From an optimization exercise on the open Yosys and OpenROAD flow, aimed at small area and a short achievable clock period; shortcuts taken in it are not production practice. Only simulation tests tie the RTL to the original design; equivalence was not proved. Power figures rest on the tool's default switching activity, not on a simulated workload. The clock port is modelled as an ideal driver; clocking choices that lean on that would not hold on a real chip.

==> flow/design.v <==
module delay_line #(
    parameter WIDTH = 16
)(
    input  wire             clk,
    input  wire             en,
    input  wire [4:0]       len,
    input  wire [WIDTH-1:0] din,
    output reg  [WIDTH-1:0] dout
);
    reg [WIDTH-1:0] s16 [0:15];
    reg [WIDTH-1:0] s8  [0:7];
    reg [WIDTH-1:0] s4  [0:3];
    reg [WIDTH-1:0] s2  [0:1];
    reg [WIDTH-1:0] s1;
    wire [WIDTH-1:0] o16 = len[4] ? s16[15] : din;
    wire [WIDTH-1:0] o8  = len[3] ? s8[7]   : o16;
    wire [WIDTH-1:0] o4  = len[2] ? s4[3]   : o8;
    wire [WIDTH-1:0] o2  = len[1] ? s2[1]   : o4;
    wire [WIDTH-1:0] o1  = len[0] ? s1      : o2;
    integer i;
    always @(posedge clk) begin
        if (en) begin
            s16[0] <= din;
            for (i = 1; i < 16; i = i + 1) s16[i] <= s16[i-1];
            s8[0] <= o16;
            for (i = 1; i < 8; i = i + 1) s8[i] <= s8[i-1];
            s4[0] <= o8;
            for (i = 1; i < 4; i = i + 1) s4[i] <= s4[i-1];
            s2[0] <= o4;
            s2[1] <= s2[0];
            s1 <= o2;
            dout <= o1;
        end
    end
endmodule
module window_buffer_3x3_2d_with_padding (
    input  wire               clk,
    input  wire               rst_n,
    input  wire               valid_in,
    input  wire signed [15:0] data_in,
    input  wire [4:0]         wm1,
    input  wire [7:0]         hm1,
    output reg                valid_out,
    output reg                first_out,
    output reg                last_out,
    output reg  signed [17:0] v_out,
    output reg  signed [16:0] d_out
);
    reg signed [15:0] xr;           
    reg [4:0]         col;
    reg [7:0]         row;
    reg               row0;         
    reg               row2;         
    reg               virt;         
    reg               done;
    reg               ev;           
    wire at_last  = (col == wm1);
    reg [4:0] col_n;
    reg [7:0] row_n;
    reg       row0_n, row2_n, virt_n, done_n;
    always @* begin
        col_n = col; row_n = row; row0_n = row0; row2_n = row2;
        virt_n = virt; done_n = done;
        if (ev) begin
            col_n = at_last ? 5'd0 : col + 5'd1;
            if (at_last) begin
                row_n  = row + 8'd1;
                row0_n = 1'b0;
                row2_n = ~row0;
                if (virt) begin
                    virt_n = 1'b0;
                    done_n = 1'b1;
                end else if (row == hm1) begin
                    virt_n = 1'b1;
                end
            end
        end
    end
    always @(posedge clk) xr <= data_in;
    always @(posedge clk or negedge rst_n) begin
        if (!rst_n) begin
            ev <= 1'b0;
            col <= 5'd0; row <= 8'd0; row0 <= 1'b1; row2 <= 1'b0;
            virt <= 1'b0; done <= 1'b0;
            valid_out <= 1'b0;
        end else begin
            ev <= virt_n | (valid_in & ~done_n);
            valid_out <= ev & ~row0;
            col <= col_n; row <= row_n; row0 <= row0_n; row2 <= row2_n;
            virt <= virt_n; done <= done_n;
        end
    end
    wire signed [15:0] x = virt ? 16'sd0 : xr;
    wire [15:0] l1, l2;
    delay_line #(.WIDTH(16)) u_l1 (.clk(clk), .en(ev), .len(wm1), .din(x),  .dout(l1));
    delay_line #(.WIDTH(16)) u_l2 (.clk(clk), .en(ev), .len(wm1), .din(l1), .dout(l2));
    wire signed [15:0] a  = row2 ? l2 : 16'sd0;
    wire signed [15:0] b  = l1;
    wire signed [17:0] ea = a, eb = b, ex = x;
    wire [17:0] cs_s = ea ^ eb ^ ex;
    wire [17:0] cs_c = (ea & eb) | (ea & ex) | (eb & ex);
    always @(posedge clk) begin
        first_out <= (col == 5'd0);
        last_out  <= at_last;
        v_out <= cs_s + {cs_c[16:0], 1'b0};
        d_out <= a - x;
    end
endmodule
module conv_pipelined (
    input  wire               clk,
    input  wire               rst_n,
    input  wire               valid_in,
    input  wire               first_in,
    input  wire               last_in,
    input  wire signed [17:0] v_in,
    input  wire signed [16:0] d_in,
    output reg                valid_out,     
    output reg  signed [18:0] conv0,
    output reg  signed [18:0] conv1,
    output reg                valid_relu,    
    output reg  [6:0]         relu0,
    output reg  [6:0]         relu1
);
    reg signed [17:0] lv, mv;
    reg signed [16:0] ld, md;
    reg               flush;
    wire signed [17:0] nv = flush ? 18'sd0 : v_in;
    wire signed [16:0] nd = flush ? 17'sd0 : d_in;
    wire signed [18:0] s0 = lv - nv;
    wire signed [18:0] el = ld, em = md, en = nd;
    wire [18:0] cs_s = el ^ em ^ en;
    wire [18:0] cs_c = (el & em) | (el & en) | (em & en);
    wire signed [18:0] s1 = cs_s + {cs_c[17:0], 1'b0};
    wire [6:0] q0, q1;
    relu u_r0 (.data_in(conv0), .data_out(q0));
    relu u_r1 (.data_in(conv1), .data_out(q1));
    always @(posedge clk or negedge rst_n) begin
        if (!rst_n) begin
            flush <= 1'b0;
            valid_out <= 1'b0;
            valid_relu <= 1'b0;
        end else begin
            flush <= valid_in & last_in;
            valid_out <= (valid_in & ~first_in) | flush;
            valid_relu <= valid_out;
        end
    end
    always @(posedge clk) begin
        if (valid_in) begin
            lv <= first_in ? 18'sd0 : mv;
            ld <= first_in ? 17'sd0 : md;
            mv <= v_in;
            md <= d_in;
        end
        conv0 <= s0;
        conv1 <= s1;
        relu0 <= q0;
        relu1 <= q1;
    end
endmodule
module relu (
    input  wire signed [18:0] data_in,
    output wire [6:0]         data_out
);
    wire neg  = data_in[18];
    wire big  = |data_in[17:11];       
    assign data_out = neg ? 7'd0 : (big ? 7'd127 : data_in[10:4]);
endmodule
module pooling_buffer_3x3_stream (
    input  wire       clk,
    input  wire       rst_n,
    input  wire       valid_next,    
    input  wire [6:0] data_in0,
    input  wire [6:0] data_in1,
    input  wire [4:0] wm1,
    input  wire [4:0] wm3,
    output reg        valid_out,
    output reg  [6:0] max_out0,
    output reg  [6:0] max_out1
);
    reg [4:0] col;
    reg       row1;      
    reg       row2;      
    reg       col2;      
    reg [6:0] a0, a1;    
    reg [6:0] b0, b1;    
    reg       valid_in;  
    reg       sh;        
    wire at_last = (col == wm1);
    reg [4:0] col_n;
    reg       row1_n, row2_n, col2_n;
    always @* begin
        col_n = col; row1_n = row1; row2_n = row2; col2_n = col2;
        if (valid_in) begin
            if (at_last) begin
                col_n = 5'd0;
                col2_n = 1'b0;
                row1_n = 1'b1;
                row2_n = row1;
            end else begin
                col_n = col + 5'd1;
                col2_n = col != 5'd0;
            end
        end
    end
    always @(posedge clk) valid_in <= valid_next;
    always @(posedge clk or negedge rst_n) begin
        if (!rst_n) begin
            col <= 5'd0;
            row1 <= 1'b0; row2 <= 1'b0; col2 <= 1'b0;
            sh <= 1'b0;
            valid_out <= 1'b0;
        end else begin
            valid_out <= sh & row2;
            sh <= valid_next & col2_n;
            col <= col_n; row1 <= row1_n; row2 <= row2_n; col2 <= col2_n;
        end
    end
    wire [6:0] pm0, pv0, pm1, pv1;    
    wire [6:0] h0 = (a0 >= data_in0) ? a0 : data_in0;
    wire [6:0] h1 = (a1 >= data_in1) ? a1 : data_in1;
    wire [6:0] p0, p1, n0, n1;
    pooling u_p0 (.a(pm0), .b(a0), .c(data_in0), .m(p0));
    pooling u_p1 (.a(pm1), .b(a1), .c(data_in1), .m(p1));
    pooling u_n0 (.a(pv0), .b(a0), .c(data_in0), .m(n0));
    pooling u_n1 (.a(pv1), .b(a1), .c(data_in1), .m(n1));
    delay_line #(.WIDTH(28)) u_line (
        .clk(clk), .en(sh), .len(wm3),
        .din({n1, h1, n0, h0}), .dout({pm1, pv1, pm0, pv0})
    );
    always @(posedge clk) begin
        if (valid_in) begin
            a0 <= (b0 >= data_in0) ? b0 : data_in0; b0 <= data_in0;
            a1 <= (b1 >= data_in1) ? b1 : data_in1; b1 <= data_in1;
        end
        max_out0 <= p0;
        max_out1 <= p1;
    end
endmodule
module pooling (
    input  wire [6:0] a,
    input  wire [6:0] b,
    input  wire [6:0] c,
    output wire [6:0] m
);
    wire ab = a >= b;
    wire ac = a >= c;
    wire bc = b >= c;
    assign m = (ab & ac) ? a : ((~ab & bc) ? b : c);
endmodule
module top #(
    parameter DATA_WIDTH   = 16,
    parameter SCALE_SHIFT  = 4
)(
    input  wire                         clk,
    input  wire                         rst_n,
    input  wire                         valid_in,
    input  wire signed [DATA_WIDTH-1:0] pixel_in,
    input  wire [7:0]                   img_width,
    input  wire [7:0]                   img_height,
    output wire                         valid_conv0,
    output wire signed [2*DATA_WIDTH+4:0] conv_out0,
    output wire                         valid_relu0,
    output wire [7:0]                   relu_out0,
    output wire                         valid_pool0,
    output wire signed [15:0]           pool_out0,
    output wire                         valid_conv1,
    output wire signed [2*DATA_WIDTH+4:0] conv_out1,
    output wire                         valid_relu1,
    output wire [7:0]                   relu_out1,
    output wire                         valid_pool1,
    output wire signed [15:0]           pool_out1
);
    reg [4:0] wm1;       
    reg [4:0] wm3;       
    reg [7:0] hm1;       
    always @(posedge clk) begin
        wm1 <= img_width[4:0] - 5'd1;
        wm3 <= img_width[4:0] - 5'd3;
        hm1 <= img_height - 8'd1;
    end
    wire               col_valid;    
    wire               col_first;    
    wire               col_last;     
    wire signed [17:0] col_v;
    wire signed [16:0] col_d;
    window_buffer_3x3_2d_with_padding u_wb (
        .clk(clk), .rst_n(rst_n),
        .valid_in(valid_in), .data_in(pixel_in),
        .wm1(wm1), .hm1(hm1),
        .valid_out(col_valid), .first_out(col_first), .last_out(col_last),
        .v_out(col_v), .d_out(col_d)
    );
    wire               cv_valid, rl_valid;
    wire signed [18:0] c0, c1;
    wire [6:0]         r0, r1;
    conv_pipelined u_conv (
        .clk(clk), .rst_n(rst_n),
        .valid_in(col_valid), .first_in(col_first), .last_in(col_last),
        .v_in(col_v), .d_in(col_d),
        .valid_out(cv_valid), .conv0(c0), .conv1(c1),
        .valid_relu(rl_valid), .relu0(r0), .relu1(r1)
    );
    assign valid_conv0 = cv_valid;
    assign valid_conv1 = cv_valid;
    assign valid_relu0 = rl_valid;
    assign valid_relu1 = rl_valid;
    assign conv_out0 = {{18{c0[18]}}, c0};
    assign conv_out1 = {{18{c1[18]}}, c1};
    assign relu_out0 = {1'b0, r0};
    assign relu_out1 = {1'b0, r1};
    wire       pl_valid;
    wire [6:0] p0, p1;
    pooling_buffer_3x3_stream u_pb (
        .clk(clk), .rst_n(rst_n),
        .valid_next(cv_valid), .data_in0(r0), .data_in1(r1),
        .wm1(wm1), .wm3(wm3),
        .valid_out(pl_valid), .max_out0(p0), .max_out1(p1)
    );
    assign valid_pool0 = pl_valid;
    assign valid_pool1 = pl_valid;
    assign pool_out0 = {9'd0, p0};
    assign pool_out1 = {9'd0, p1};
endmodule
==> flow/flow/run.sh <==
#!/bin/bash
set -euo pipefail
export BUFFER_PORTS_ARGS="-buffer_cell sky130_fd_sc_hd__buf_2"
export CTS_ARGS="-sink_clustering_enable -repair_clock_nets -sink_clustering_size 24 -sink_clustering_max_diameter 80"
bash standard.sh > standard.log 2>&1
==> flow/standard.sh <==
#!/bin/bash
# synth_recipe.tcl (not shown) runs the flow's synth.tcl, then flattens the netlist and writes it again
# the make line also repeats each setting of config.mk as NAME=value (left out here)
make -C /OpenROAD-flow-scripts/flow DESIGN_CONFIG=/design/flow/config.mk WORK_HOME=/design/flow/orfs CLKGATE_MAP_FILE= SYNTH_SCRIPT=/design/flow/synth_recipe.tcl "${@:-finish}"
==> flow/config.mk <==
export PLATFORM = sky130hd
export DESIGN_NAME = top
export DESIGN_NICKNAME = top
export VERILOG_FILES = /design/flow/design.v
export SDC_FILE = /design/flow/constraint.sdc
export NUM_CORES = 4
export LEC_CHECK = 0
export CAP_MARGIN = 20
export CORE_MARGIN = 2
export CORE_UTILIZATION = 65
export SLEW_MARGIN = 20
==> flow/constraint.sdc <==
create_clock -name core_clock -period 15.0 [get_ports {clk}]
set_input_delay 3.0000 -clock core_clock [delete_from_list [all_inputs] [get_ports {clk}]]
set_output_delay 3.0000 -clock core_clock [all_outputs]
set_load 0.01 [all_outputs]
==> impl_metrics.env, run 1 <==
export IMPL_r2r_start="u_pb.sh"
export IMPL_ctsHoldBuffers=0
export IMPL_cp_cell_sequence="buf_2"
export IMPL_die_w_um=349
export IMPL_grt_max_degree=227
export IMPL_synth_fa_ha_area_share_pct=3.65
export IMPL_synth_top_cell_area_share_pct=78.5
export IMPL_cp_top_family="flip-flops"
export IMPL_slew_viol_final=0
export IMPL_avgViaCountPerCell=5.64
export IMPL_drt_total_wl_mm=119
export IMPL_antenna_found_initial=7
export IMPL_worst_pin_slew_ns=1.12
export IMPL_drtPass1Iterations=5
export IMPL_die_area_mm2=0.122
export IMPL_gr_total_overflow=0
export IMPL_cts_resized=0
export IMPL_synthTopCellsByArea="edfxtp_1, dfxtp_1, ha_1"
export IMPL_crit_path_max_incr_delay_ns=0.93
export IMPL_synth_area_per_cell_um2=19.4
export IMPL_cts_tree="done"
export IMPL_slew_headroom_pct=25.2
export IMPL_crit_buf_inv=1
export IMPL_syn_inst=3988
export IMPL_async_flop_share_pct=1.46
export IMPL_drive_gt1_share_pct=12.6
export IMPL_finClkSkew_ns=0.0260
export IMPL_drv_cap=0
export IMPL_r2r_end="u_pb.u_line.s16[0][0]"
export IMPL_dp_cells=5588
export IMPL_drc=0
export IMPL_path_max_fanout=26
export IMPL_p_per_area_mw_per_mm2=189
export IMPL_synth_top_family_by_area="compound AO/OA/AOI/OAI gates"
export IMPL_hold_path_class="flip-flop to flip-flop"
export IMPL_synth_edf_count=2018
export IMPL_ir_worst_vdd_mv=0.172
export IMPL_drt_antenna_violating_nets=0
export IMPL_synth_compound_area_share_pct=4.25
export IMPL_ff2ff_path_depth=3
export IMPL_gp_congestion=0.863
export IMPL_ys_warn_count=14
export IMPL_synth_top_area_cell="edfxtp_1"
export IMPL_cts_buffers=103
export IMPL_hold_depth=0
export IMPL_synth_top_flop_cell="edfxtp_1"
export IMPL_rsz0062_at_grt="no"
export IMPL_p_leak_nw=29.6
export IMPL_syn_area_mm2=0.0772
export IMPL_synth_seq_cells=2187
export IMPL_min_to="u_pb.u_line.s16[1][24]"
export IMPL_cts_max_path_buffers=3
export IMPL_end_kind="primary output"
export IMPL_layout_nets=4396
export IMPL_postCtsSetupBuffers=0
export IMPL_dpl_cell_area_mm2=0.0795
export IMPL_synth_xor_area_share_pct=0.998
export IMPL_cp_required_ns=12.00
export IMPL_synth_mux_area_share_pct=2.97
export IMPL_slowest_stage="dfxtp_1"
export IMPL_wl_per_cell_um=20.6
export IMPL_max_freq_mhz=204
export IMPL_grt_total_usage_pct=19.4
export IMPL_final_cell_mix="edfxtp_1, inv_1, mux2_2, ha_1, buf_2"
export IMPL_area_growth_pct=7.10
export IMPL_drt_initial_drc_count=3224
export IMPL_cp_data_arrival_time_ns=1.90
export IMPL_grt_pass1_vias=30579
export IMPL_initial_core_util_pct=65.5
export IMPL_hp_start="u_pb.u_line.s16[0][24]"
export IMPL_cts_root_buffer_cell="clkbuf_16"
export IMPL_regToRegSetupSlack_ns=10.92
export IMPL_portBuffers=139
export IMPL_clock_sinks=2187
export IMPL_core_area_mm2=0.118
export IMPL_post_route_cell_area_mm2=0.0827
export IMPL_yosys_area_share_simple_pct=2.97
export IMPL_final_cells=5784
export IMPL_vias=32599
export IMPL_grt_pass1_wl_mm=178
export IMPL_status="no timing/DRC/antenna violations"
export IMPL_synth_seq_area_share_pct=83.1
export IMPL_dp_hpwl_mm=73.2
export IMPL_final_hold_viol_count=0
export IMPL_start_kind="flip-flop"
export IMPL_rows=126
export IMPL_io_pins=163
export IMPL_clock_latency_ns=0.72
export IMPL_setup_viol=0
export IMPL_fin_crit_ns=4.90
export IMPL_ys_types=80
export IMPL_clk_pin_slew_worst_paths_ns=0.09
export IMPL_fin_setup_tns_ns=0
export IMPL_worst_setup_path_type="flip-flop to primary output"
export IMPL_final_common_cell="edfxtp_1"
export IMPL_final_util_pct=70.1
export IMPL_die_h_um=349
export IMPL_finalCritPeriodShare_pct=32.6
export IMPL_cts_htree_levels=3
## cells in the mapped netlist, types with 21 or more instances
library cell,number
edfxtp_1,2018
inv_1,225
mux2_2,182
ha_1,166
dfxtp_1,137
nand2_1,136
o21ai_0,131
a21oi_1,91
nand2b_1,80
nor2_1,77
xnor2_1,63
buf_4,61
clkbuf_1,56
nor2b_1,41
fa_1,37
dfrtp_1,31
nor3_1,31
a22oi_1,29
nand3_1,28
a21o_1,25
xor2_1,25
o21a_1,24
mux2i_1,21
## flip-flops by register name, summed over array words and instances, names as in the netlist, 32 cells and up
signal,cells
u_wb.u_l1.s4,64
u_wb.u_l1.s16,256
u_pb.u_line.s8,224
u_pb.u_line.s16,448
u_wb.u_l2.s4,64
u_wb.u_l1.s8,128
u_wb.u_l2.s16,256
u_wb.u_l2.s2,32
u_pb.u_line.s4,112
u_wb.u_l2.s8,128
u_pb.u_line.s2,56
u_wb.u_l1.s2,32
## per-layer routing
layer | vias to the layer above | global-route usage (%) | part of all wire [%]
met5 | - | 0 | 0
met1 | 16431 | 30.9 | 49
met2 | 636 | 28.6 | 44
met4 | 0 | 5.54 | 2.6
met3 | 169 | 2.56 | 4.2
li1 | 15363 | - | -
## worst max-delay path by stage
| stage | start | end | cells after the start |
|---|---|---|---|
| 3_5_place_dp | u_wb.ev | u_wb.u_l1.s16[13][1] | 3 |
| 2_1_floorplan | u_wb.ev | u_wb.row[7] | 4 |
| 5_1_grt | u_conv.conv1[18] | conv_out1[20] | 1 |
| 3_3_place_gp | u_wb.ev | u_wb.u_l1.s16[13][1] | 3 |
| 4_1_cts | u_conv.conv1[18] | conv_out1[26] | 1 |
| 6_report | u_conv.conv1[18] | conv_out1[26] | 1 |
## report_power, final
part	switching, W	internal (W)	leakage, nW
Sequential	0.000575	0.00845	21.2
Clock	0.00175	0.00137	1.49
Combinational	0.00218	0.00126	6.90
## per-stage QoR
stage | setup slack [ns] | hold WS (ns) | power, W
floorplan | 0.981 | 0.400 | 0.0116
global placement | 10.81 | 0.400 | 0.0125
detailed placement | 10.76 | 0.405 | 0.0126
CTS | 10.03 | 0.406 | 0.0157
global route | 9.97 | 0.407 | 0.0164
finish | 10.10 | 0.404 | 0.0156
## layout make-up
class | instances | area (um2)
flip-flops and latches | 2187 | 64200
fillers | 7378 | 35200
multi-input cells | 1462 | 11500
clock buffers | 181 | 2960
well taps | 1536 | 1920
repair buffers | 177 | 1070
inverters | 227 | 852
clock inverters | 12 | 174
diodes | 2 | 5.00
## logic make-up after synthesis
| group | Yosys count |
|---|---|
| AO/OA/AOI/OAI | 488 |
| multiplexers | 205 |
| other | 1 |
| flip-flops | 2187 |
| AND/OR/NAND/NOR | 458 |
| buffers and inverters | 358 |
| XOR/XNOR | 88 |
| adder cells (fa/ha/maj) | 203 |
==> inputs of run 2 (changes only) <==
--- a/flow/design.v
+++ b/flow/design.v
@@ -1,3 +1,4 @@
 module delay_line #(
-    parameter WIDTH = 16
+    parameter WIDTH = 16,
+    parameter FIRST = 16
 )(
@@ -9,3 +10,3 @@
 );
-    reg [WIDTH-1:0] s16 [0:15];
+    reg [WIDTH-1:0] s16 [0:FIRST-1];
     reg [WIDTH-1:0] s8  [0:7];
@@ -14,3 +15,3 @@
     reg [WIDTH-1:0] s1;
-    wire [WIDTH-1:0] o16 = len[4] ? s16[15] : din;
+    wire [WIDTH-1:0] o16 = len[4] ? s16[FIRST-1] : din;
     wire [WIDTH-1:0] o8  = len[3] ? s8[7]   : o16;
@@ -23,3 +24,3 @@
             s16[0] <= din;
-            for (i = 1; i < 16; i = i + 1) s16[i] <= s16[i-1];
+            for (i = 1; i < FIRST; i = i + 1) s16[i] <= s16[i-1];
             s8[0] <= o16;
@@ -175,3 +176,3 @@
     input  wire [4:0] wm1,
-    input  wire [4:0] wm3,
+    input  wire [4:0] plen,      
     output reg        valid_out,
@@ -226,4 +227,4 @@
     pooling u_n1 (.a(pv1), .b(a1), .c(data_in1), .m(n1));
-    delay_line #(.WIDTH(28)) u_line (
-        .clk(clk), .en(sh), .len(wm3),
+    delay_line #(.WIDTH(28), .FIRST(14)) u_line (
+        .clk(clk), .en(sh), .len(plen),
         .din({n1, h1, n0, h0}), .dout({pm1, pv1, pm0, pv0})
@@ -274,3 +275,3 @@
     reg [4:0] wm1;       
-    reg [4:0] wm3;       
+    reg [4:0] plen;      
     reg [7:0] hm1;       
@@ -278,3 +279,4 @@
         wm1 <= img_width[4:0] - 5'd1;
-        wm3 <= img_width[4:0] - 5'd3;
+        plen <= (img_width[5] | (img_width[4] & |img_width[3:0])) ?
+                {1'b1, img_width[3:0] - 4'd1} : {1'b0, img_width[3:0] - 4'd3};
         hm1 <= img_height - 8'd1;
@@ -316,3 +318,3 @@
         .valid_next(cv_valid), .data_in0(r0), .data_in1(r1),
-        .wm1(wm1), .wm3(wm3),
+        .wm1(wm1), .plen(plen),
         .valid_out(pl_valid), .max_out0(p0), .max_out1(p1)
==> flow/flow/run.sh (replaced) <==
#!/bin/bash
set -euo pipefail
export BUFFER_PORTS_ARGS="-buffer_cell sky130_fd_sc_hd__buf_2"
export CTS_ARGS="-sink_clustering_enable -repair_clock_nets -sink_clustering_size 24 -sink_clustering_max_diameter 80 -dont_use_dummy_load"
export SETUP_SLACK_MARGIN=10.6
bash standard.sh > standard.log 2>&1
--- a/flow/config.mk
+++ b/flow/config.mk
@@ -9,3 +9,3 @@
 export CORE_MARGIN = 2
-export CORE_UTILIZATION = 65
+export CORE_UTILIZATION = 75
 export SLEW_MARGIN = 20
==> run 2 against run 1 <==
Total power shrank 1.6%. Critical path depth grew 1. Register-to-register slack gained 0.06 ns. Utilization grew 10 points. Clock-buffer cell count shrank 83. First-iteration DRC count grew 20%. Clock skew grew 0.021 ns. Critical path type unchanged. Critical endpoint is now conv_out1[20]. Flip-flop and latch count shrank 56.
==> impl_metrics.env, run 2 <==
export IMPL_vias=34839
export IMPL_wl_per_cell_um=24.0
export IMPL_status="no timing/DRC/antenna violations"
export IMPL_hold_path_class="flip-flop to flip-flop"
export IMPL_yosysMostFrequentCell="edfxtp_1"
export IMPL_final_util_pct=80.1
export IMPL_dpl_cell_area_mm2=0.0787
export IMPL_layout_setup_ws_ns=10.64
export IMPL_synth_top_cell_area_share_pct=76.8
export IMPL_p_per_area_mw_per_mm2=188
export IMPL_setup_viol=0
export IMPL_gr_total_overflow=0
export IMPL_top_layer="met4"
export IMPL_syn_inst=4135
export IMPL_synthTopCellsByCount="edfxtp_1, inv_1, nand2_1, ha_1, mux2_2"
export IMPL_syn_area_mm2=0.0767
export IMPL_cp_required_ns=12.00
export IMPL_grt_pass1_vias=33191
export IMPL_clock_sinks=2131
export IMPL_startpoint="u_conv.conv1[18]"
export IMPL_clk_pin_slew_worst_paths_ns=0.09
export IMPL_hp_start="u_pb.u_line.s8[5][1]"
export IMPL_dp_hpwl_mm=79.0
export IMPL_finClkSkew_ns=0.0473
export IMPL_cts_buffers=98
export IMPL_synth_area_per_cell_um2=18.6
export IMPL_drc=0
export IMPL_hold_depth=0
export IMPL_area_growth_pct=6.02
export IMPL_cts_root_buffer_cell="clkbuf_16"
export IMPL_rows=117
export IMPL_clock_latency_ns=0.71
export IMPL_regToRegSetupSlack_ns=10.98
export IMPL_p_leak_nw=29.3
export IMPL_ys_types=86
export IMPL_finalCritPeriodShare_pct=29.1
export IMPL_synthTopCellsByArea="edfxtp_1, dfxtp_1, ha_1"
export IMPL_die_area_mm2=0.105
export IMPL_cts_htree_levels=3
export IMPL_final_common_cell="edfxtp_1"
export IMPL_io_pins=163
export IMPL_slew_headroom_pct=25.4
export IMPL_core_area_mm2=0.102
export IMPL_synth_seq_cells=2131
export IMPL_largest_register_ffs=392
export IMPL_grt_total_usage_pct=25.6
export IMPL_reg_top3="u_pb.u_line.s16 x392, u_wb.u_l1.s16 x256, u_wb.u_l2.s16 x256"
export IMPL_holdWs_ns=0.401
export IMPL_die_w_um=324
export IMPL_portBuffers=140
export IMPL_final_cell_mix="edfxtp_1, inv_1, nand2_1, ha_1, mux2_2"
export IMPL_largest_register="u_pb.u_line.s16"
export IMPL_max_freq_mhz=229
export IMPL_r2r_start="u_conv.relu1[5]"
export IMPL_worst_setup_path_type="flip-flop to primary output"
export IMPL_drtPass1Iterations=6
export IMPL_ctsHoldBuffers=0
export IMPL_synth_edf_count=1962
export IMPL_dr_wl_met2_mm=64.4
export IMPL_ff2ff_path_depth=8
export IMPL_rsz0062_at_grt="yes"
export IMPL_synth_top_area_cell="edfxtp_1"
export IMPL_final_hold_viol_count=0
export IMPL_synth_seq_area_share_pct=81.4
export IMPL_r2r_end="u_pb.u_line.s8[0][27]"
export IMPL_min_to="u_pb.u_line.s8[6][1]"
export IMPL_ys_warn_count=14
export IMPL_cp_data_arrival_time_ns=1.36
export IMPL_antenna_found_initial=8
export IMPL_slew_viol_final=0
export IMPL_drt_antenna_violating_nets=0
export IMPL_fin_crit_ns=4.36
export IMPL_synth_top_flop_cell="edfxtp_1"
export IMPL_met3_length_mm=8.55
export IMPL_die_h_um=324
export IMPL_cts_tree="done"
export IMPL_async_flop_share_pct=1.50
export IMPL_drive_gt1_share_pct=12.5
export IMPL_grt_pass1_wl_mm=199
export IMPL_end_kind="primary output"
export IMPL_fin_setup_tns_ns=0
export IMPL_path_max_fanout=13
export IMPL_drv_cap=0
export IMPL_gp_congestion=0.886
export IMPL_drt_total_wl_mm=135
export IMPL_ir_worst_vdd_mv=0.131
export IMPL_worst_pin_slew_ns=1.12
export IMPL_drt_initial_drc_count=3873
export IMPL_avgViaCountPerCell=6.18
export IMPL_layout_nets=4510
export IMPL_initial_core_util_pct=75.5
export IMPL_grt_max_degree=223
export IMPL_cts_max_path_buffers=3
export IMPL_m1WireLength_mm=58.5
export IMPL_post_route_cell_area_mm2=0.0814
export IMPL_start_kind="flip-flop"
export IMPL_place_ws_ns=10.55
-- run 2: final cells by class --
cell class,instances,area [um2]
sequential,2131,62500
inverter,199,747
clock buffer,98,2450
multi-input combinational,1662,12700
fill,5062,20200
timing repair buffer,181,1190
antenna,1,2.50
tap,1368,1710
-- run 2: routing by layer --
metal  up-vias  GRT usage, %
li1      15813             -
met1     17503          38.3
met2      1296          40.3
met3       227          3.58
met4         0          8.18
met5         -             0
-- run 2: worst max path at each step --
stage	end	slack [ns]	cells past startpoint
finish	conv_out1[20]	10.64	2
CTS	conv_out1[20]	10.60	2
global route	conv_out1[31]	10.58	2
global placement	plen[3]	10.58	8
detailed placement	plen[3]	10.55	8
floorplan	u_wb.row[7]	6.34	4
-- run 2: through the flow --
stage	std cells	power (W)
6_report	5640	0.0153
5_1_grt	5639	0.0161
4_1_cts	5635	0.0154
3_5_place_dp	5533	0.0125
3_3_place_gp	5533	0.0124
2_1_floorplan	4154	0.0114
-- run 2: logic make-up (layout without fill, tap and decap cells) --
| family | count (synthesis) | after routing | synth area share [%] |
|---|---|---|---|
| AND/OR/NAND/NOR | 641 | 641 | 4.19 |
| AO/OA/AOI/OAI | 551 | 551 | 5.18 |
| XOR/XNOR | 83 | 83 | 0.947 |
| flip-flops | 2131 | 2131 | 81.4 |
| other | 1 | 21 | 0.00489 |
| buffers and inverters | 361 | 478 | 2.13 |
| multiplexers | 164 | 164 | 2.50 |
| adder cells (fa/ha/maj) | 203 | 203 | 3.66 |
-- run 2: critical path, cell delays in order, from the launching register on --
cell and delay (ns):
dfxtp_4 0.38, buf_12 0.14, buf_2 0.14
-- run 2: what timing repair did --
item / 4_1_cts / 5_1_grt
buffers inserted: 4 / 2
endpoints found under the setup margin: 54 / 33
gates resized for setup: 28 / 2
cloned: 0 / 0
-- run 2: power by group --
part,switching [W],internal [W]
logic,0.00237,0.00138
clock network,0.00163,0.00117
registers,0.000599,0.00818
==> inputs of run 3 (changes only) <==
--- a/flow/design.v
+++ b/flow/design.v
@@ -220,9 +220,12 @@
     wire [6:0] pm0, pv0, pm1, pv1;    
-    wire [6:0] h0 = (a0 >= data_in0) ? a0 : data_in0;
-    wire [6:0] h1 = (a1 >= data_in1) ? a1 : data_in1;
-    wire [6:0] p0, p1, n0, n1;
-    pooling u_p0 (.a(pm0), .b(a0), .c(data_in0), .m(p0));
-    pooling u_p1 (.a(pm1), .b(a1), .c(data_in1), .m(p1));
-    pooling u_n0 (.a(pv0), .b(a0), .c(data_in0), .m(n0));
-    pooling u_n1 (.a(pv1), .b(a1), .c(data_in1), .m(n1));
+    wire [6:0] h0, h1, p0, p1, n0, n1;
+    pooling u_h0 (.a(a0),  .b(data_in0), .m(h0));
+    pooling u_h1 (.a(a1),  .b(data_in1), .m(h1));
+    pooling u_p0 (.a(pm0), .b(h0), .m(p0));
+    pooling u_p1 (.a(pm1), .b(h1), .m(p1));
+    pooling u_n0 (.a(pv0), .b(h0), .m(n0));
+    pooling u_n1 (.a(pv1), .b(h1), .m(n1));
+    wire [6:0] g0, g1;       
+    pooling u_g0 (.a(b0), .b(data_in0), .m(g0));
+    pooling u_g1 (.a(b1), .b(data_in1), .m(g1));
     delay_line #(.WIDTH(28), .FIRST(14)) u_line (
@@ -233,4 +236,4 @@
         if (valid_in) begin
-            a0 <= (b0 >= data_in0) ? b0 : data_in0; b0 <= data_in0;
-            a1 <= (b1 >= data_in1) ? b1 : data_in1; b1 <= data_in1;
+            a0 <= g0; b0 <= data_in0;
+            a1 <= g1; b1 <= data_in1;
         end
@@ -243,9 +246,5 @@
     input  wire [6:0] b,
-    input  wire [6:0] c,
     output wire [6:0] m
 );
-    wire ab = a >= b;
-    wire ac = a >= c;
-    wire bc = b >= c;
-    assign m = (ab & ac) ? a : ((~ab & bc) ? b : c);
+    assign m = (a >= b) ? a : b;
 endmodule
==> flow/flow/run.sh (replaced) <==
#!/bin/bash
set -euo pipefail
export BUFFER_PORTS_ARGS="-buffer_cell sky130_fd_sc_hd__buf_2"
export CTS_ARGS="-sink_clustering_enable -repair_clock_nets -sink_clustering_size 30 -sink_clustering_max_diameter 100 -dont_use_dummy_load"
export SETUP_SLACK_MARGIN=10.6
bash standard.sh > standard.log 2>&1
--- a/flow/config.mk
+++ b/flow/config.mk
@@ -7,2 +7,3 @@
 export LEC_CHECK = 0
+export ABC_AREA = 1
 export CAP_MARGIN = 20
==> run 3 against run 2 <==
Maximum frequency shrank 0.32%. Flip-flop and latch count is the same. Critical path depth shrank 1. Synthesized area shrank 3.4%. Still clean on timing, DRC and antenna. Register-to-register slack lost 0.12 ns. Sequential share of layout area grew 2.9 points.
==> impl_metrics.env, run 3 <==
export IMPL_finClkSkew_ns=0.0594
export IMPL_slew_headroom_pct=23.9
export IMPL_drt_antenna_violating_nets=0
export IMPL_path_max_fanout=5
export IMPL_cts_root_buffer_cell="clkbuf_16"
export IMPL_synthTopCellsByCount="edfxtp_1, nand2_1, inv_1, nor2_1, dfxtp_1"
export IMPL_die_w_um=318
export IMPL_rsz0062_at_grt="yes"
export IMPL_synth_seq_cells=2131
export IMPL_p_per_area_mw_per_mm2=247
export IMPL_hp_start="u_wb.u_l2.s16[5][0]"
export IMPL_slew_viol_final=0
export IMPL_holdWs_ns=0.351
export IMPL_final_common_cell="edfxtp_1"
export IMPL_clock_latency_ns=0.69
export IMPL_grt_total_usage_pct=24.0
export IMPL_startpoint="u_conv.valid_out"
export IMPL_start_kind="flip-flop"
export IMPL_ys_warn_count=14
export IMPL_hold_path_class="flip-flop to flip-flop"
export IMPL_cts_max_path_buffers=3
export IMPL_cp_cell_sequence="buf_6"
export IMPL_cts_htree_levels=3
export IMPL_layout_nets=4590
export IMPL_async_flop_share_pct=1.50
export IMPL_wl_per_cell_um=21.5
export IMPL_worst_setup_path_type="flip-flop to primary output"
export IMPL_synth_top_area_cell="edfxtp_1"
export IMPL_dp_cells=5585
export IMPL_cp_top_family="flip-flops"
export IMPL_min_to="u_wb.u_l2.s16[6][0]"
export IMPL_r2r_start="u_conv.relu0[4]"
export IMPL_drt_total_wl_mm=122
export IMPL_worst_pin_slew_ns=1.14
export IMPL_cp_required_ns=12.00
export IMPL_synth_top_flop_cell="edfxtp_1"
export IMPL_initial_core_util_pct=75.5
export IMPL_p_leak_nw=29.3
export IMPL_vias=33061
export IMPL_r2r_end="u_pb.u_line.dout[9]"
export IMPL_setup_viol=0
export IMPL_io_pins=163
export IMPL_synth_edf_count=1962
export IMPL_yosysMostFrequentCell="edfxtp_1"
export IMPL_syn_inst=4247
export IMPL_avgViaCountPerCell=5.82
export IMPL_status="no timing/DRC/antenna violations"
export IMPL_ctsHoldBuffers=0
export IMPL_grt_max_degree=225
export IMPL_cts_buffers=81
export IMPL_final_cells=5677
export IMPL_max_freq_mhz=229
export IMPL_gp_congestion=0.831
export IMPL_crit_path_max_incr_delay_ns=0.53
export IMPL_slowest_stage="dfrtp_2"
export IMPL_die_h_um=318
export IMPL_final_cell_mix="edfxtp_1, nand2_1, inv_1, nor2_1, buf_2"
export IMPL_gr_total_overflow=0
export IMPL_end_kind="primary output"
export IMPL_cp_data_arrival_time_ns=1.37
export IMPL_finalCritPeriodShare_pct=29.2
export IMPL_final_hold_viol_count=0
export IMPL_regToRegSetupSlack_ns=10.86
export IMPL_ff2ff_path_depth=21
export IMPL_hold_depth=0
export IMPL_reg_top3="u_pb.u_line.s16 x392, u_wb.u_l1.s16 x256, u_wb.u_l2.s16 x256"
export IMPL_largest_register="u_pb.u_line.s16"
export IMPL_core_area_mm2=0.0981
export IMPL_fin_setup_tns_ns=0
export IMPL_synth_area_per_cell_um2=17.5
export IMPL_rows=115
export IMPL_cts_tree="done"
export IMPL_drt_initial_drc_count=3715
export IMPL_diodes=0
export IMPL_ys_types=54
export IMPL_largest_register_ffs=392
export IMPL_area_growth_pct=5.68
export IMPL_drv_cap=0
export IMPL_grt_pass1_wl_mm=183
export IMPL_clk_pin_slew_worst_paths_ns=0.11
export IMPL_dp_hpwl_mm=72.8
export IMPL_portBuffers=140
export IMPL_drc=0
export IMPL_synthTopCellsByArea="edfxtp_1, dfxtp_1, nand2_1"
export IMPL_drive_gt1_share_pct=8.72
export IMPL_fin_crit_ns=4.37
export IMPL_die_area_mm2=0.101
export IMPL_syn_area_mm2=0.0741
export IMPL_grt_pass1_vias=31796
export IMPL_drtPass1Iterations=5
export IMPL_synth_top_cell_area_share_pct=79.5
export IMPL_crit_buf_inv=1
export IMPL_antenna_found_initial=13
export IMPL_clock_sinks=2131
export IMPL_ir_worst_vdd_mv=0.267
export IMPL_synth_seq_area_share_pct=84.3
## run 3: cell count changes in the layout (fill, tap and decap cells not counted), sizes merged, moves of 54 or more
cell	change
nand2	+537
mux2	-160
inv	+94
nand2b	-80
a31oi	+73
nor2b	-62
nand3	+54
## run 3: stage by stage
step | util [%] | setup slack [ns] | cell area [um2] | total power (W)
after floorplan | - | 6.64 | 74200 | 0.0153
after global placement | 77.5 | 10.30 | 76100 | 0.0164
after detailed placement | 77.5 | 10.22 | 76100 | 0.0167
after CTS | 79.7 | 10.55 | 78200 | 0.0194
after global routing | 79.8 | 10.54 | 78300 | 0.0205
final | 79.8 | 10.63 | 78300 | 0.0193
## run 3: worst register-to-register path: cells and delay by family (launching register included)
family                     cells  cell delay, ns
DFF                            1            0.45
AOI/OAI and AO/OA              6            1.17
and+or+nand+nor                9            1.07
buffers and inverters          4            0.54
adders and majority gates      2            0.66
## run 3: power breakdown
part,internal [W],switching [W],total (W)
Sequential,0.0107,0.00114,0.0118
Combinational,0.00153,0.00347,0.00500
Clock,0.000977,0.00157,0.00254
Total,0.0132,0.00617,0.0193
## run 3: layer usage
metal | part of all wire [%] | GRT usage (%) | vias to the layer above
met4 | 3.3 | 7.69 | 2
met1 | 44 | 36.3 | 16433
li1 | - | - | 15375
met3 | 5.6 | 3.14 | 209
met2 | 47 | 37.7 | 1042
met5 | 0.011 | 0 | -
## run 3: what timing repair did
item                       4_1_cts  5_1_grt
setup endpoints to repair       51      162
buffers inserted                 3        5
resized for setup               13       21
hold endpoints to repair         0        0
gates cloned                     0        2
pin swaps                        0        3
## run 3: logic make-up (layout without fill, tap and decap cells)
kind of cell / Yosys count / count (layout) / share of synthesized area (%)
buffers and inverters: 435 / 557 / 2.56
and+or+nand+nor: 1084 / 1084 / 6.23
xor gates and xnor gates: 88 / 88 / 1.04
adders and majority gates: 163 / 163 / 3.14
muxes: 6 / 6 / 0.0810
other: 1 / 20 / 0.00506
AOI/OAI and AO/OA: 339 / 341 / 2.69
DFF: 2131 / 2131 / 84.3
## run 3: cell type report
cell class | instances | area (um2)
tap | 1287 | 1610
inverter | 296 | 1120
timing repair buffer | 180 | 1130
clock buffer | 81 | 2030
fill | 5015 | 19800
sequential | 2131 | 62500
multi-input combinational | 1702 | 9960
## run 3: worst max path at each step
stage,to,slack [ns],cells past startpoint
final,valid_conv1,10.63,1
after global routing,valid_conv1,10.54,1
after CTS,u_pb.u_line.dout[7],10.55,21
after detailed placement,u_wb.v_out[17],10.22,17
after global placement,u_wb.v_out[17],10.30,17
after floorplan,u_wb.row[6],6.64,7
==> inputs of run 4 (changes only) <==
--- a/flow/config.mk
+++ b/flow/config.mk
@@ -10,3 +10,3 @@
 export CORE_MARGIN = 2
-export CORE_UTILIZATION = 75
+export CORE_UTILIZATION = 85
 export SLEW_MARGIN = 20
==> run 4 against run 3 <==
The flow now stops in clock tree synthesis. Synthesized area did not move. Synthesized cell count did not move.
==> impl_metrics.env, run 4 <==
export IMPL_status="stopped before the end"
export IMPL_lastStage="clock tree synthesis"
export IMPL_run_stop_error="[ERROR DPL-0033] detailed placement checks failed during check placement."
export IMPL_ys_warn_count=14
export IMPL_ctsHoldBuffers=0
export IMPL_cts_root_buffer_cell="clkbuf_16"
export IMPL_synthTopCellsByCount="edfxtp_1, nand2_1, inv_1, nor2_1, dfxtp_1"
export IMPL_gp_congestion=0.851
export IMPL_synth_top_cell_area_share_pct=79.5
export IMPL_synthTopCellsByArea="edfxtp_1, dfxtp_1, nand2_1"
export IMPL_yosysMostFrequentCell="edfxtp_1"
export IMPL_syn_area_mm2=0.0741
export IMPL_synth_seq_area_share_pct=84.3
export IMPL_synth_seq_cells=2131
export IMPL_cts_buffers=81
export IMPL_synth_top_area_cell="edfxtp_1"
export IMPL_syn_inst=4247
export IMPL_die_w_um=299
export IMPL_clock_sinks=2131
export IMPL_cts_resized=29
export IMPL_rows=108
export IMPL_portBuffers=140
export IMPL_synth_area_per_cell_um2=17.5
export IMPL_cts_max_path_buffers=3
export IMPL_dp_hpwl_mm=88.4
export IMPL_postCtsSetupBuffers=9
export IMPL_synth_edf_count=1962
export IMPL_io_pins=163
export IMPL_cts_htree_levels=3
export IMPL_die_h_um=299
export IMPL_dp_cells=5450
export IMPL_place_ws_ns=9.96
export IMPL_async_flop_share_pct=1.50
export IMPL_initial_core_util_pct=85.6
export IMPL_ys_types=54
export IMPL_synth_top_flop_cell="edfxtp_1"
[run 4: cell counts after synthesis]
Identical to the previous run, type by type.
[run 4: worst max-delay path by stage]
stage / cells after the start / slack [ns] / from / endpoint
3_5_place_dp: 17 / 9.96 / u_wb.virt / u_wb.v_out[17]
3_3_place_gp: 8 / 10.45 / img_width[0] / plen[3]
2_1_floorplan: 7 / 6.64 / u_wb.ev / u_wb.row[6]
[run 4: cells by family after synthesis]
group | synth area share [%]
flip-flops | 84.3
AND/OR/NAND/NOR | 6.23
buffers and inverters | 2.56
AO/OA/AOI/OAI | 2.69
adder cells (fa/ha/maj) | 3.14
XOR/XNOR | 1.04
multiplexers | 0.0810
other | 0.00506
[run 4: stage by stage]
| stage | instance area, um2 | power [W] |
|---|---|---|
| floorplan | 74200 | 0.0153 |
| global placement | 75900 | 0.0163 |
| detailed placement | 75900 | 0.0171 |
[run 4: power by group through the flow]
| stage | Clock (W) | Sequential (W) | Combinational, W |
|---|---|---|---|
| after floorplan | 0 | 0.0125 | 0.00283 |
| after global placement | 0 | 0.0117 | 0.00461 |
| after detailed placement | 0 | 0.0120 | 0.00508 |
==> inputs of run 5 (changes only) <==
--- a/flow/config.mk
+++ b/flow/config.mk
@@ -10,3 +10,3 @@
 export CORE_MARGIN = 2
-export CORE_UTILIZATION = 85
+export CORE_UTILIZATION = 80
 export SLEW_MARGIN = 20
==> run 5 against run 4 <==
The run fails in global routing. Synthesized cell count stayed put. Synthesized area stayed put.
==> impl_metrics.env, run 5 <==
export IMPL_status="stopped before the end"
export IMPL_lastStage="global routing"
export IMPL_run_stop_error="[ERROR DPL-0033] detailed placement checks failed during check placement."
export IMPL_cts_buffers=81
export IMPL_synth_area_per_cell_um2=17.5
export IMPL_cts_max_path_buffers=3
export IMPL_dp_hpwl_mm=76.5
export IMPL_synth_seq_cells=2131
export IMPL_syn_area_mm2=0.0741
export IMPL_io_pins=163
export IMPL_synth_top_flop_cell="edfxtp_1"
export IMPL_worst_endpoint="u_wb.v_out[17]$_DFF_P_/D"
export IMPL_die_h_um=308
export IMPL_dpl_cell_area_mm2=0.0760
export IMPL_yosys_area_share_simple_pct=6.23
export IMPL_synthTopCellsByCount="edfxtp_1, nand2_1, inv_1, nor2_1, dfxtp_1"
export IMPL_synth_mux_area_share_pct=0.0810
export IMPL_async_flop_share_pct=1.50
export IMPL_initial_core_util_pct=80.8
export IMPL_ys_warn_count=14
export IMPL_cts_htree_levels=3
export IMPL_ys_types=54
export IMPL_rows=111
export IMPL_synth_top_area_cell="edfxtp_1"
export IMPL_gp_congestion=0.823
export IMPL_synth_top_family_by_area="simple AND/OR/NAND/NOR gates"
export IMPL_antenna_found_initial=7
export IMPL_synth_seq_area_share_pct=84.3
export IMPL_cts_root_buffer_cell="clkbuf_16"
export IMPL_place_ws_ns=10.39
export IMPL_die_w_um=308
export IMPL_clock_sinks=2131
export IMPL_grt_max_degree=218
export IMPL_worst_endpoint_kind="register input"
export IMPL_synthTopCellsByArea="edfxtp_1, dfxtp_1, nand2_1"
export IMPL_synth_edf_count=1962
export IMPL_synth_top_cell_area_share_pct=79.5
export IMPL_portBuffers=140
export IMPL_synth_xor_area_share_pct=1.04
export IMPL_synth_fa_ha_area_share_pct=3.14
export IMPL_yosysMostFrequentCell="edfxtp_1"
export IMPL_syn_inst=4247
export IMPL_synth_compound_area_share_pct=2.69
run 5: cell counts after synthesis:
No cell type changed its count.
run 5: through the flow:
step / instances / hold slack, ns
after floorplan: 4266 / 0.387
after detailed placement: 5541 / 0.405
after CTS: 5624 / 0.357
after global placement: 5541 / 0.400
run 5: what timing repair did:
item | 4_1_cts
setup endpoints to repair | 50
hold buffers | 0
gates resized for setup | 11
gates cloned | 0
setup buffers | 2
run 5: cells by family after synthesis:
| kind of cell | after synthesis |
|---|---|
| AO/OA/AOI/OAI | 339 |
| AND/OR/NAND/NOR | 1084 |
| other | 1 |
| multiplexers | 6 |
| adder cells (fa/ha/maj) | 163 |
| buffers and inverters | 435 |
| XOR/XNOR | 88 |
| flip-flops | 2131 |
run 5: power groups by stage:
| stage | combinational, W | clock (W) | sequential, W |
|---|---|---|---|
| floorplan | 0.00283 | 0 | 0.0125 |
| global placement | 0.00465 | 0 | 0.0117 |
| detailed placement | 0.00485 | 0 | 0.0119 |
| CTS | 0.00502 | 0.00261 | 0.0119 |
run 5: worst max path at each step:
stage                         start  slack [ns]      endpoint
floorplan                   u_wb.ev        6.64   u_wb.row[6]
global placement       img_width[0]       10.45       plen[3]
detailed placement     img_width[0]       10.39       plen[3]
CTS                 u_conv.relu0[2]       10.58  relu_out0[2]
==> inputs of run 6 (changes only) <==
--- a/flow/design.v
+++ b/flow/design.v
@@ -189,2 +189,4 @@
     reg       sh;        
+    reg       sh2;       
+    reg       vp;        
     wire at_last = (col == wm1);
@@ -211,6 +213,8 @@
             row1 <= 1'b0; row2 <= 1'b0; col2 <= 1'b0;
-            sh <= 1'b0;
+            sh <= 1'b0; sh2 <= 1'b0; vp <= 1'b0;
             valid_out <= 1'b0;
         end else begin
-            valid_out <= sh & row2;
+            vp <= sh & row2;
+            valid_out <= vp;
+            sh2 <= sh;
             sh <= valid_next & col2_n;
@@ -220,15 +224,16 @@
     wire [6:0] pm0, pv0, pm1, pv1;    
-    wire [6:0] h0, h1, p0, p1, n0, n1;
-    pooling u_h0 (.a(a0),  .b(data_in0), .m(h0));
-    pooling u_h1 (.a(a1),  .b(data_in1), .m(h1));
-    pooling u_p0 (.a(pm0), .b(h0), .m(p0));
-    pooling u_p1 (.a(pm1), .b(h1), .m(p1));
-    pooling u_n0 (.a(pv0), .b(h0), .m(n0));
-    pooling u_n1 (.a(pv1), .b(h1), .m(n1));
-    wire [6:0] g0, g1;       
+    wire [6:0] h0, h1, g0, g1;
+    pooling u_h0 (.a(a0), .b(data_in0), .m(h0));
+    pooling u_h1 (.a(a1), .b(data_in1), .m(h1));
     pooling u_g0 (.a(b0), .b(data_in0), .m(g0));
     pooling u_g1 (.a(b1), .b(data_in1), .m(g1));
+    reg [6:0] hr0, hr1;
+    wire [6:0] p0, p1, n0, n1;
+    pooling u_p0 (.a(pm0), .b(hr0), .m(p0));
+    pooling u_p1 (.a(pm1), .b(hr1), .m(p1));
+    pooling u_n0 (.a(pv0), .b(hr0), .m(n0));
+    pooling u_n1 (.a(pv1), .b(hr1), .m(n1));
     delay_line #(.WIDTH(28), .FIRST(14)) u_line (
-        .clk(clk), .en(sh), .len(plen),
-        .din({n1, h1, n0, h0}), .dout({pm1, pv1, pm0, pv0})
+        .clk(clk), .en(sh2), .len(plen),
+        .din({n1, hr1, n0, hr0}), .dout({pm1, pv1, pm0, pv0})
     );
@@ -239,2 +244,4 @@
         end
+        hr0 <= h0;
+        hr1 <= h1;
         max_out0 <= p0;
@@ -248,3 +255,11 @@
 );
-    assign m = (a >= b) ? a : b;
+    wire [7:0] c;
+    assign c[0] = 1'b1;
+    genvar i;
+    generate
+        for (i = 0; i < 7; i = i + 1) begin : g_ge
+            assign c[i+1] = (a[i] & ~b[i]) | (a[i] & c[i]) | (~b[i] & c[i]);
+        end
+    endgenerate
+    assign m = c[7] ? a : b;
 endmodule
--- a/flow/config.mk
+++ b/flow/config.mk
@@ -10,3 +10,3 @@
 export CORE_MARGIN = 2
-export CORE_UTILIZATION = 80
+export CORE_UTILIZATION = 75
 export SLEW_MARGIN = 20
==> run 6 against run 5 <==
The run now finishes clean. Synthesized area fell by 0.55%. Synthesized cell count fell by 0.24%.
==> impl_metrics.env, run 6 <==
export IMPL_status="no timing/DRC/antenna violations"
export IMPL_ir_worst_vdd_mv=0.327
export IMPL_layout_nets=4522
export IMPL_drc=0
export IMPL_worst_pin_slew_ns=1.13
export IMPL_drtPass1Iterations=6
export IMPL_rsz0062_at_grt="no"
export IMPL_p_clk_share_pct=13.6
export IMPL_grt_pass1_wl_mm=179
export IMPL_p_seq_share_pct=63.2
export IMPL_final_common_cell="edfxtp_1"
export IMPL_largest_register_ffs=392
export IMPL_finalCritPeriodShare_pct=28.9
export IMPL_largest_register="u_pb.u_line.s16"
export IMPL_die_area_mm2=0.101
export IMPL_synthTopCellsByArea="edfxtp_1, dfxtp_1, nand2_1"
export IMPL_dpl_cell_area_mm2=0.0757
export IMPL_multi_input_area_mm2=0.00905
export IMPL_gp_congestion=0.839
export IMPL_gr_total_overflow=0
export IMPL_end_kind="primary output"
export IMPL_die_w_um=318
export IMPL_p_per_area_mw_per_mm2=240
export IMPL_worst_setup_path_type="flip-flop to primary output"
export IMPL_regArea_mm2=0.0628
export IMPL_synthTopCellsByCount="edfxtp_1, nand2_1, inv_1, nor2_1, dfxtp_1"
export IMPL_syn_inst=4237
export IMPL_finClkSkew_ns=0.0617
export IMPL_p_leak_nw=29.1
export IMPL_drv_cap=0
export IMPL_holdWs_ns=0.391
export IMPL_async_flop_share_pct=1.58
export IMPL_cts_root_buffer_cell="clkbuf_16"
export IMPL_core_area_mm2=0.0978
export IMPL_hold_path_class="flip-flop to flip-flop"
export IMPL_cts_htree_levels=3
export IMPL_area_growth_pct=5.46
export IMPL_drt_total_wl_mm=120
export IMPL_grt_max_degree=214
export IMPL_post_route_cell_area_mm2=0.0778
export IMPL_die_h_um=318
export IMPL_cp_data_arrival_time_ns=1.33
export IMPL_portBuffers=140
export IMPL_synth_area_per_cell_um2=17.4
export IMPL_rows=115
export IMPL_intPower_w=0.0129
export IMPL_final_cells=5658
export IMPL_synth_top_area_cell="edfxtp_1"
export IMPL_ctsHoldBuffers=0
export IMPL_dp_cells=5574
export IMPL_fin_setup_tns_ns=0
export IMPL_slew_headroom_pct=24.7
export IMPL_fin_crit_ns=4.33
export IMPL_initial_core_util_pct=75.4
export IMPL_dp_hpwl_mm=72.8
export IMPL_path_max_fanout=13
export IMPL_reg_top3="u_pb.u_line.s16 x392, u_wb.u_l1.s16 x256, u_wb.u_l2.s16 x256"
export IMPL_combinationalPowerShare_pct=23.2
export IMPL_cp_required_ns=12.00
export IMPL_synth_top_cell_area_share_pct=79.9
export IMPL_synth_seq_cells=2147
export IMPL_n_fill_cell=5099
export IMPL_p_switching_w=0.00569
export IMPL_synth_seq_area_share_pct=85.2
export IMPL_synth_top_flop_cell="edfxtp_1"
export IMPL_cts_tree="done"
export IMPL_grt_pass1_vias=31442
export IMPL_ys_types=54
export IMPL_cts_max_path_buffers=3
export IMPL_synth_edf_count=1962
export IMPL_swShare_pct=30.5
export IMPL_drt_antenna_violating_nets=0
export IMPL_cts_buffers=81
export IMPL_diodes=0
export IMPL_final_hold_viol_count=0
export IMPL_slew_viol_final=0
export IMPL_grt_total_usage_pct=23.5
export IMPL_final_cell_mix="edfxtp_1, nand2_1, inv_1, nor2_1, buf_2"
export IMPL_max_freq_mhz=231
export IMPL_yosysMostFrequentCell="edfxtp_1"
export IMPL_drive_gt1_share_pct=7.37
export IMPL_clk_pin_slew_worst_paths_ns=0.12
export IMPL_clock_sinks=2147
export IMPL_io_pins=163
export IMPL_wl_per_cell_um=21.1
export IMPL_vias=33146
export IMPL_start_kind="flip-flop"
export IMPL_clock_latency_ns=0.71
export IMPL_syn_area_mm2=0.0737
export IMPL_ys_warn_count=14
export IMPL_antenna_found_initial=5
export IMPL_avgViaCountPerCell=5.86
export IMPL_setup_viol=0
export IMPL_drt_initial_drc_count=3985
==> run 6: repair_timing <==
| item | CTS | global route |
|---|---|---|
| resized for setup | 16 | 3 |
| setup buffers | 2 | 0 |
| cloned | 0 | 0 |
| endpoints found under the setup margin | 49 | 3 |
==> run 6: power by group through the flow <==
stage,Sequential [W],Combinational [W],Clock [W]
floorplan,0.0125,0.00239,0
global placement,0.0117,0.00415,0
detailed placement,0.0119,0.00427,0
CTS,0.0118,0.00434,0.00260
global route,0.0120,0.00484,0.00278
finish,0.0118,0.00433,0.00253
==> run 6: cells by family (layout without fill, tap and decap cells) <==
logic type	after synthesis	in the layout	share of synthesized area (%)
AO/OA/AOI/OAI	361	361	2.84
XOR/XNOR	92	92	1.09
other	1	20	0.00509
buffers and inverters	455	570	2.65
adder cells (fa/ha/maj)	114	114	2.32
flip-flops	2147	2147	85.2
AND/OR/NAND/NOR	1067	1067	5.92
==> run 6: area by class of cell <==
| class | instances | share of cell area, % |
|---|---|---|
| multi-input combinational | 1654 | 11.6 |
| inverter | 317 | 1.54 |
| sequential | 2147 | 80.8 |
| clock buffer | 81 | 2.61 |
| timing repair buffer | 172 | 1.34 |
| tap | 1287 | 2.07 |
==> run 6: metal layers <==
| layer | routed length, um | track usage [%] | part of all wire (%) |
|---|---|---|---|
| met5 | 26 | 0 | 0.022 |
| met4 | 3210 | 7.39 | 2.7 |
| met3 | 7560 | 3.10 | 6.3 |
| met2 | 55700 | 36.5 | 47 |
| met1 | 53100 | 36.0 | 44 |
==> run 6: worst paths after layout <==
| check | slack (ns) | end | cells past startpoint | startpoint |
|---|---|---|---|---|
| hold reg to reg | 0.39 | u_wb.u_l1.s8[1][14] | 0 | u_wb.u_l1.s8[0][14] |
| min in group asynchronous | 2.43 | u_wb.row[1] | 1 | rst_n |
| setup / recovery | 10.67 | conv_out0[29] | 2 | u_conv.conv0[18] |
| max in group asynchronous | 11.88 | u_wb.ev | 1 | rst_n |
| hold / removal | 0.39 | u_wb.u_l1.s8[1][14] | 0 | u_wb.u_l1.s8[0][14] |
| setup reg to reg | 10.88 | u_wb.v_out[17] | 17 | u_wb.virt |
==> run 6: through the flow <==
stage	power (W)	util (%)	worst slack [ns]
after global placement	0.0159	77.3	10.48
after floorplan	0.0149	-	6.64
after global routing	0.0197	79.5	10.61
after detailed placement	0.0161	77.3	10.45
after CTS	0.0187	79.5	10.62
final	0.0186	79.5	10.67
==> run 6: worst max-delay path, stage by stage, from the launching register on <==
cell and delay (ns):
dfxtp_4 0.39, buf_12 0.15, buf_2 0.14
==> inputs of run 7 (changes only) <==
==> flow/flow/run.sh (replaced) <==
#!/bin/bash
set -euo pipefail
export BUFFER_PORTS_ARGS="-buffer_cell sky130_fd_sc_hd__buf_2"
export CTS_ARGS="-sink_clustering_enable -repair_clock_nets -sink_clustering_size 24 -sink_clustering_max_diameter 80 -dont_use_dummy_load"
export SETUP_SLACK_MARGIN=10.6
bash standard.sh > standard.log 2>&1
==> run 7 against run 6 <==
Critical path depth unchanged. Total power up 1.6%. Sequential power about the same. Maximum frequency down 0.33%. Synthesized area unchanged. Synthesized cell count unchanged. Wire length up 1.5%. Flip-flop and latch count unchanged. Worst setup slack worse by 0.014 ns. Clock power up about 10%. Worst hold slack worse by 0.00099 ns. Critical endpoint is now conv_out0[30].
==> impl_metrics.env, run 7 <==
export IMPL_status="no timing/DRC/antenna violations"
export IMPL_synth_top_flop_cell="edfxtp_1"
export IMPL_drive_gt1_share_pct=7.81
export IMPL_clk_pin_slew_worst_paths_ns=0.09
export IMPL_path_max_fanout=13
export IMPL_drtPass1Iterations=6
export IMPL_regToRegSetupSlack_ns=10.81
export IMPL_rsz0062_at_grt="yes"
export IMPL_dp_cells=5574
export IMPL_r2r_end="u_wb.v_out[17]"
export IMPL_cp_data_arrival_time_ns=1.34
export IMPL_swShare_pct=30.5
export IMPL_hold_path_class="flip-flop to flip-flop"
export IMPL_grt_pass1_vias=31906
export IMPL_hp_start="u_pb.sh"
export IMPL_slowest_stage="dfxtp_4"
export IMPL_crit_path_max_incr_delay_ns=0.38
export IMPL_synth_area_per_cell_um2=17.4
export IMPL_final_cells=5680
export IMPL_slew_headroom_pct=28.1
export IMPL_end_kind="primary output"
export IMPL_fin_setup_tns_ns=0
export IMPL_drt_initial_drc_count=3854
export IMPL_gr_total_overflow=0
export IMPL_ys_warn_count=14
export IMPL_setup_viol=0
export IMPL_finClkSkew_ns=0.0429
export IMPL_cts_max_path_buffers=3
export IMPL_r2r_start="u_wb.virt"
export IMPL_gp_congestion=0.839
export IMPL_io_pins=163
export IMPL_p_seq_share_pct=62.2
export IMPL_vias=33162
export IMPL_async_flop_share_pct=1.58
export IMPL_clock_sinks=2147
export IMPL_p_clk_share_pct=14.7
export IMPL_drc=0
export IMPL_final_common_cell="edfxtp_1"
export IMPL_synth_seq_area_share_pct=85.2
export IMPL_largest_register="u_pb.u_line.s16"
export IMPL_drt_antenna_violating_nets=0
export IMPL_synthTopCellsByCount="edfxtp_1, nand2_1, inv_1, nor2_1, dfxtp_1"
export IMPL_min_to="u_pb.sh2"
export IMPL_p_leak_nw=29.3
export IMPL_worst_pin_slew_ns=1.08
export IMPL_die_h_um=318
export IMPL_ir_worst_vdd_mv=0.302
export IMPL_grt_total_usage_pct=24.1
export IMPL_reg_top3="u_pb.u_line.s16 x392, u_wb.u_l1.s16 x256, u_wb.u_l2.s16 x256"
export IMPL_slew_viol_final=0
export IMPL_yosysMostFrequentCell="edfxtp_1"
export IMPL_combinationalPowerShare_pct=23.0
export IMPL_synthTopCellsByArea="edfxtp_1, dfxtp_1, nand2_1"
export IMPL_antenna_found_initial=7
export IMPL_intPower_w=0.0132
export IMPL_area_growth_pct=6.17
export IMPL_syn_inst=4237
export IMPL_final_util_pct=80.0
export IMPL_rows=115
export IMPL_avgViaCountPerCell=5.84
export IMPL_p_switching_w=0.00577
export IMPL_final_hold_viol_count=0
export IMPL_start_kind="flip-flop"
export IMPL_syn_area_mm2=0.0737
export IMPL_die_area_mm2=0.101
export IMPL_synth_edf_count=1962
export IMPL_grt_pass1_wl_mm=183
export IMPL_clock_latency_ns=0.71
export IMPL_initial_core_util_pct=75.4
export IMPL_cts_root_buffer_cell="clkbuf_16"
export IMPL_finalCritPeriodShare_pct=28.9
export IMPL_wl_per_cell_um=21.4
export IMPL_synth_top_cell_area_share_pct=79.9
export IMPL_largest_register_ffs=392
export IMPL_p_per_area_mw_per_mm2=242
export IMPL_cp_cell_sequence="buf_12, buf_2"
export IMPL_cp_required_ns=12.00
export IMPL_hold_depth=0
export IMPL_dp_hpwl_mm=72.8
export IMPL_max_freq_mhz=230
export IMPL_synth_seq_cells=2147
export IMPL_drv_cap=0
export IMPL_cts_buffers=99
export IMPL_final_cell_mix="edfxtp_1, nand2_1, inv_1, nor2_1, buf_2"
export IMPL_cts_htree_levels=3
export IMPL_drt_total_wl_mm=121
export IMPL_worst_setup_path_type="flip-flop to primary output"
export IMPL_cts_tree="done"
export IMPL_synth_top_area_cell="edfxtp_1"
export IMPL_core_area_mm2=0.0978
export IMPL_fin_crit_ns=4.34
export IMPL_ff2ff_path_depth=17
export IMPL_die_w_um=318
export IMPL_portBuffers=140
export IMPL_ys_types=54
export IMPL_layout_nets=4543
export IMPL_grt_max_degree=214
## run 7: cell count changes in the layout (fill, tap and decap cells not counted)
cell / before / now
clkbuf_16: 81 / 99
buf_4: 22 / 23
clkinvlp_4: 1 / 2
diode_2: 0 / 1
buf_16: 0 / 2
clkinv_2: 1 / 0
## run 7: worst max-delay path: cells and delay by family, from the launching register on
kind                   cells  cell delay (ns)
buffers and inverters      2             0.27
flip-flops                 1             0.38
## run 7: timing repair
item	CTS	global route
setup endpoints to repair	49	13
gates resized for setup	16	3
hold buffers	0	0
hold endpoints to repair	0	0
buffers inserted	3	0
## run 7: cells by family (layout without fill, tap and decap cells)
kind of cell / after synthesis / count (layout) / synth area share (%)
flops: 2147 / 2147 / 85.2
xor+xnor: 92 / 92 / 1.09
buf+inv: 455 / 591 / 2.65
other cells: 1 / 21 / 0.00509
fa+ha+maj: 114 / 114 / 2.32
simple gates: 1067 / 1067 / 5.92
compound gates: 361 / 361 / 2.84
## run 7: stage by stage
stage / hold slack (ns) / total power (W) / setup WS (ns) / area (um2)
6_report: 0.390 / 0.0189 / 10.66 / 78300
5_1_grt: 0.406 / 0.0200 / 10.51 / 78300
3_5_place_dp: 0.381 / 0.0161 / 10.45 / 75700
3_3_place_gp: 0.364 / 0.0159 / 10.48 / 75700
4_1_cts: 0.396 / 0.0190 / 10.60 / 78200
2_1_floorplan: 0.331 / 0.0149 / 6.64 / 73800
## run 7: layout make-up
class / count / area, um2
multi-input combinational: 1654 / 9050
tap: 1287 / 1610
clock buffer: 99 / 2480
timing repair buffer: 175 / 1100
antenna: 1 / 2.50
inverter: 317 / 1200
sequential: 2147 / 62800
fill: 5008 / 19600
## run 7: worst max-delay path by stage
stage                startpoint             end  cells after the start
2_1_floorplan           u_wb.ev     u_wb.row[7]                      6
3_3_place_gp       img_width[0]         plen[3]                      8
3_5_place_dp       img_width[0]         plen[3]                      8
4_1_cts               u_wb.virt  u_wb.v_out[17]                     17
5_1_grt               u_wb.virt  u_wb.v_out[17]                     17
6_report       u_conv.conv0[18]   conv_out0[30]                      2
## run 7: layer usage
metal | up-vias | part of all wire, % | wire length (um) | track usage, %
met5 | - | 0.017 | 21 | 0
met4 | 4 | 2.7 | 3330 | 7.62
met3 | 183 | 6.5 | 7850 | 3.22
met2 | 1194 | 47 | 57400 | 37.7
met1 | 16429 | 44 | 52800 | 36.6
li1 | 15352 | - | - | -
## run 7: power by group through the flow
stage / Sequential (W) / Combinational [W] / Clock (W)
6_report: 0.0118 / 0.00436 / 0.00279
5_1_grt: 0.0120 / 0.00487 / 0.00305
4_1_cts: 0.0118 / 0.00435 / 0.00287
3_5_place_dp: 0.0119 / 0.00427 / 0
3_3_place_gp: 0.0117 / 0.00415 / 0
2_1_floorplan: 0.0125 / 0.00239 / 0

[afterwards: timing with drivers on the ports]
In the flow no input, the clock included, has a driving cell. The finished layouts below were timed again as built, in two steps. Step 1 (the two cells are an assumption about what drives the block):
set clk [get_ports {clk}]
set_driving_cell -lib_cell sky130_fd_sc_hd__clkbuf_16 $clk
set_driving_cell -lib_cell sky130_fd_sc_hd__buf_2 [delete_from_list [all_inputs] $clk]
Step 2, shift: input delay + t, output delay - t, t = (earliest + latest rising clock arrival at the registers) / 2. This alone moves slack from input paths to output paths. a / b / c = ideal / step 1 / step 2; a / b = the first two.
run | t (ns) | setup slack, ns | clock arrival spread, ns | slew at the worst register clock pin (ns) | pins driven straight from the clock port
run 1 | 0.779 | 10.103 / 10.033 / 10.812 | 0.032 / 0.032 | 0.10 / 0.10 | 1
run 2 | 0.759 | 10.640 / 10.564 / 10.546 | 0.049 / 0.050 | 0.10 / 0.10 | 1
run 3 | 0.730 | 10.626 / 10.556 / 10.384 | 0.066 / 0.066 | 0.12 / 0.12 | 1
run 6 | 0.746 | 10.672 / 10.601 / 10.449 | 0.068 / 0.067 | 0.12 / 0.12 | 1
run 7 | 0.764 | 10.658 / 10.583 / 10.428 | 0.047 / 0.047 | 0.10 / 0.10 | 1
After both steps setup and hold are still met in every run listed. For run 3, which loses most, drivers alone change the setup slack by -0.070 ns; drivers and shift together by -0.242 ns.
